Context: an optimization exercise on an open-source flow, tuned for small area and a short achievable clock period. The choices shown serve that exercise and are no tape-out recipe.
Function was checked by simulation only, so behaviour that the tests miss may differ from the original.
No activity file was given, so power comes from the tool's default toggle rates.

## try-xenon
// FIR_filter
module FIR_filter #(
    parameter  N1   = 8,
    parameter  N2 = 16 ,
    parameter integer N3  = 32
)(
    input  wire                      clk,
    input  wire                      rst,
    input  wire                      enable,
    input  wire signed [N2-1:0]    input_data,
    output  signed [N3-1:0]   sampleT,
   output   signed [N3-1:0] output_data
);
  reg [15:0] s0;
  reg [16:0] u0, u1, u2, u3, u4, u5;
  reg [5:0] ylo;
  reg yc;
  reg [18:0] yhp, yhg;
  wire vs1, vc2;
  fir_fa u_vs1 (.a(u1[0]), .b(u3[0]), .c(~s0[0]), .s(vs1), .co(vc2));
  wire vs3, vc4;
  fir_fa u_vs3 (.a(u1[1]), .b(u3[1]), .c(~s0[1]), .s(vs3), .co(vc4));
  wire vs5, vc6;
  fir_fa u_vs5 (.a(~u5[1]), .b(vc2), .c(vs3), .s(vs5), .co(vc6));
  wire vs7, vc8;
  fir_fa u_vs7 (.a(u1[2]), .b(u3[2]), .c(~s0[2]), .s(vs7), .co(vc8));
  wire vs9, vc10;
  fir_fa u_vs9 (.a(~u5[2]), .b(vc4), .c(vs7), .s(vs9), .co(vc10));
  wire vs11, vc12;
  fir_fa u_vs11 (.a(u1[3]), .b(u3[3]), .c(~s0[3]), .s(vs11), .co(vc12));
  wire vs13, vc14;
  fir_fa u_vs13 (.a(~u5[3]), .b(vc8), .c(vs11), .s(vs13), .co(vc14));
  wire vs15, vc16;
  fir_fa u_vs15 (.a(u1[4]), .b(u3[4]), .c(~s0[4]), .s(vs15), .co(vc16));
  wire vs17, vc18;
  fir_fa u_vs17 (.a(~u5[4]), .b(vc12), .c(vs15), .s(vs17), .co(vc18));
  wire vs19, vc20;
  fir_fa u_vs19 (.a(u1[5]), .b(u3[5]), .c(~s0[5]), .s(vs19), .co(vc20));
  wire vs21, vc22;
  fir_fa u_vs21 (.a(~u5[5]), .b(vc16), .c(vs19), .s(vs21), .co(vc22));
  wire vs23, vc24;
  fir_fa u_vs23 (.a(u1[6]), .b(u3[6]), .c(~s0[6]), .s(vs23), .co(vc24));
  wire vs25, vc26;
  fir_fa u_vs25 (.a(~u5[6]), .b(vc20), .c(vs23), .s(vs25), .co(vc26));
  wire vs27, vc28;
  fir_fa u_vs27 (.a(u1[7]), .b(u3[7]), .c(~s0[7]), .s(vs27), .co(vc28));
  wire vs29, vc30;
  fir_fa u_vs29 (.a(~u5[7]), .b(vc24), .c(vs27), .s(vs29), .co(vc30));
  wire vs31, vc32;
  fir_fa u_vs31 (.a(u1[8]), .b(u3[8]), .c(~s0[8]), .s(vs31), .co(vc32));
  wire vs33, vc34;
  fir_fa u_vs33 (.a(~u5[8]), .b(vc28), .c(vs31), .s(vs33), .co(vc34));
  ...
Size in the first run: roughly 870 cells after synthesis, ~83 I/O pins.
Settings: LEC_CHECK=0, CAP_MARGIN=20, CORE_MARGIN=2, CORE_UTILIZATION=75, CTS_BUF_LIST=sky130_fd_sc_hd__clkbuf_8, CTS_CLUSTER_DIAMETER=100, CTS_CLUSTER_SIZE=40, PLACE_DENSITY=0.8, SLEW_MARGIN=20, SYNTH_HIERARCHICAL=1, SYNTH_MINIMUM_KEEP_SIZE=0; clock period 12.0 ns.
standard.sh (not shown) runs the stock make flow with config.mk's settings and CLKGATE_MAP_FILE= SYNTH_SCRIPT=/design/flow/synth_recipe.tcl, a recipe that flattens the netlist after the stock synthesis.
==> flow/flow/run.sh <==
#!/bin/bash
# The standard layout (the standard.sh, unchanged synthesis and steps), with the
# port buffers that the flow inserts on every input and output made from buf_1 cells,
# and repair_timing asked for more setup slack than the 12 ns clock needs.
# make's output goes to layout.log; each tool's own log is under orfs/logs/.
set -euo pipefail
bash standard.sh 'BUFFER_PORTS_ARGS=-buffer_cell sky130_fd_sc_hd__buf_1' SETUP_SLACK_MARGIN=7.9 TNS_END_PERCENT=5 finish > layout.log 2>&1
try-xenon has completed all stages; timing, DRC and antenna checks passed.
Inputs modified between try-xenon and try-juniper:
Settings: a change of CTS_BUF_LIST from sky130_fd_sc_hd__clkbuf_8 to sky130_fd_sc_hd__clkbuf_8 sky130_fd_sc_hd__clkbuf_16; a change of CTS_CLUSTER_SIZE from 40 to 25; a change of CTS_CLUSTER_DIAMETER from 100 to 60.
diff --git a/flow/flow/run.sh b/flow/flow/run.sh
--- a/flow/flow/run.sh
+++ b/flow/flow/run.sh
@@ -6,2 +6,2 @@
 set -euo pipefail
-bash standard.sh 'BUFFER_PORTS_ARGS=-buffer_cell sky130_fd_sc_hd__buf_1' SETUP_SLACK_MARGIN=7.9 TNS_END_PERCENT=5 finish > layout.log 2>&1
+bash standard.sh 'BUFFER_PORTS_ARGS=-buffer_cell sky130_fd_sc_hd__buf_1' SETUP_SLACK_MARGIN=7.6 TNS_END_PERCENT=5 finish > layout.log 2>&1
Results
Routed wire length: try-juniper worse than try-xenon
try-xenon -> try-juniper: starting density of the core delta 0, exact match
Delta (try-juniper minus try-xenon): ratio of total power to cell area rose about 9%, post-layout worst setup margin rose 0.019 ns, total power rose 220 µW.
Share of total power in the clock network (lower): try-xenon
try-juniper ends up with a time the final worst path needs with I/O delays and setup that is 0.019 ns lower than in try-xenon.
There was hardly any difference in placer's final routability congestion estimate between try-xenon and try-juniper.
Changes in try-tundra relative to try-juniper:
Settings: CTS_BUF_LIST: sky130_fd_sc_hd__clkbuf_8 sky130_fd_sc_hd__clkbuf_16 -> sky130_fd_sc_hd__clkbuf_8; GPL_TIMING_DRIVEN: unset -> 1; CTS_CLUSTER_DIAMETER: 60 -> 100; CTS_CLUSTER_SIZE: 25 -> 40.
Notes after the runs:
Diff try-juniper -> try-tundra: net switching power of the design decreased about 5%, total length of routed wires decreased 5.1%, routed length per instance decreased about 5%. The lower setup slack came out of try-juniper. try-tundra against try-juniper: detail-routed via count per cell down 1.0%; headroom to the max-slew limit up 1.7 points; clock share of power down 4.4 points. NOTE: routed via count in try-tundra falls short of that of try-juniper. When try-tundra is measured against try-juniper, its design area turns out 1.9% lower. sky130_fd_sc_hd__a2111oi_4 as the master of the slowest instance on the critical path was reported by try-juniper, and sky130_fd_sc_hd__dfxtp_2 by try-tundra. The launching instance or port of the critical path comes out yhp[10]$_DFF_P_ in one run and yhp[12]$_DFF_P_ in the other, namely in try-tundra and try-juniper respectively. Relative to try-juniper, the non-clock buffer count of try-tundra is lower by about 3.3%.

separate check: timing with driven ports:
The flow's constraints put no driver on any port. The routed layouts listed below were extracted and timed again, unchanged, in two steps.
Step 1 (the two cells are an assumption about what drives the block):
set clk [get_ports {clk}]
set_driving_cell -lib_cell sky130_fd_sc_hd__clkbuf_16 $clk
set_driving_cell -lib_cell sky130_fd_sc_hd__buf_2 [delete_from_list [all_inputs] $clk]
Step 2, shift: input delay + t, output delay - t, t = (earliest + latest rising clock arrival at the registers) / 2. This alone moves slack from input paths to output paths.
a / b / c = no drivers / after step 1 / after step 2; a / b = the first two.
run	shift t [ns]	setup slack, ns	clock arrival spread, ns
try-xenon	0.510	7.413 / 7.372 / 7.012	0.014 / 0.014
try-juniper	0.474	7.433 / 7.388 / 7.029	0.014 / 0.014
try-tundra	0.499	7.442 / 7.407 / 7.018	0.010 / 0.010
After both steps setup and hold are still met in every run listed. The setup slack of try-tundra, which loses most, moves by -0.035 ns with the drivers and by -0.424 ns with both steps.
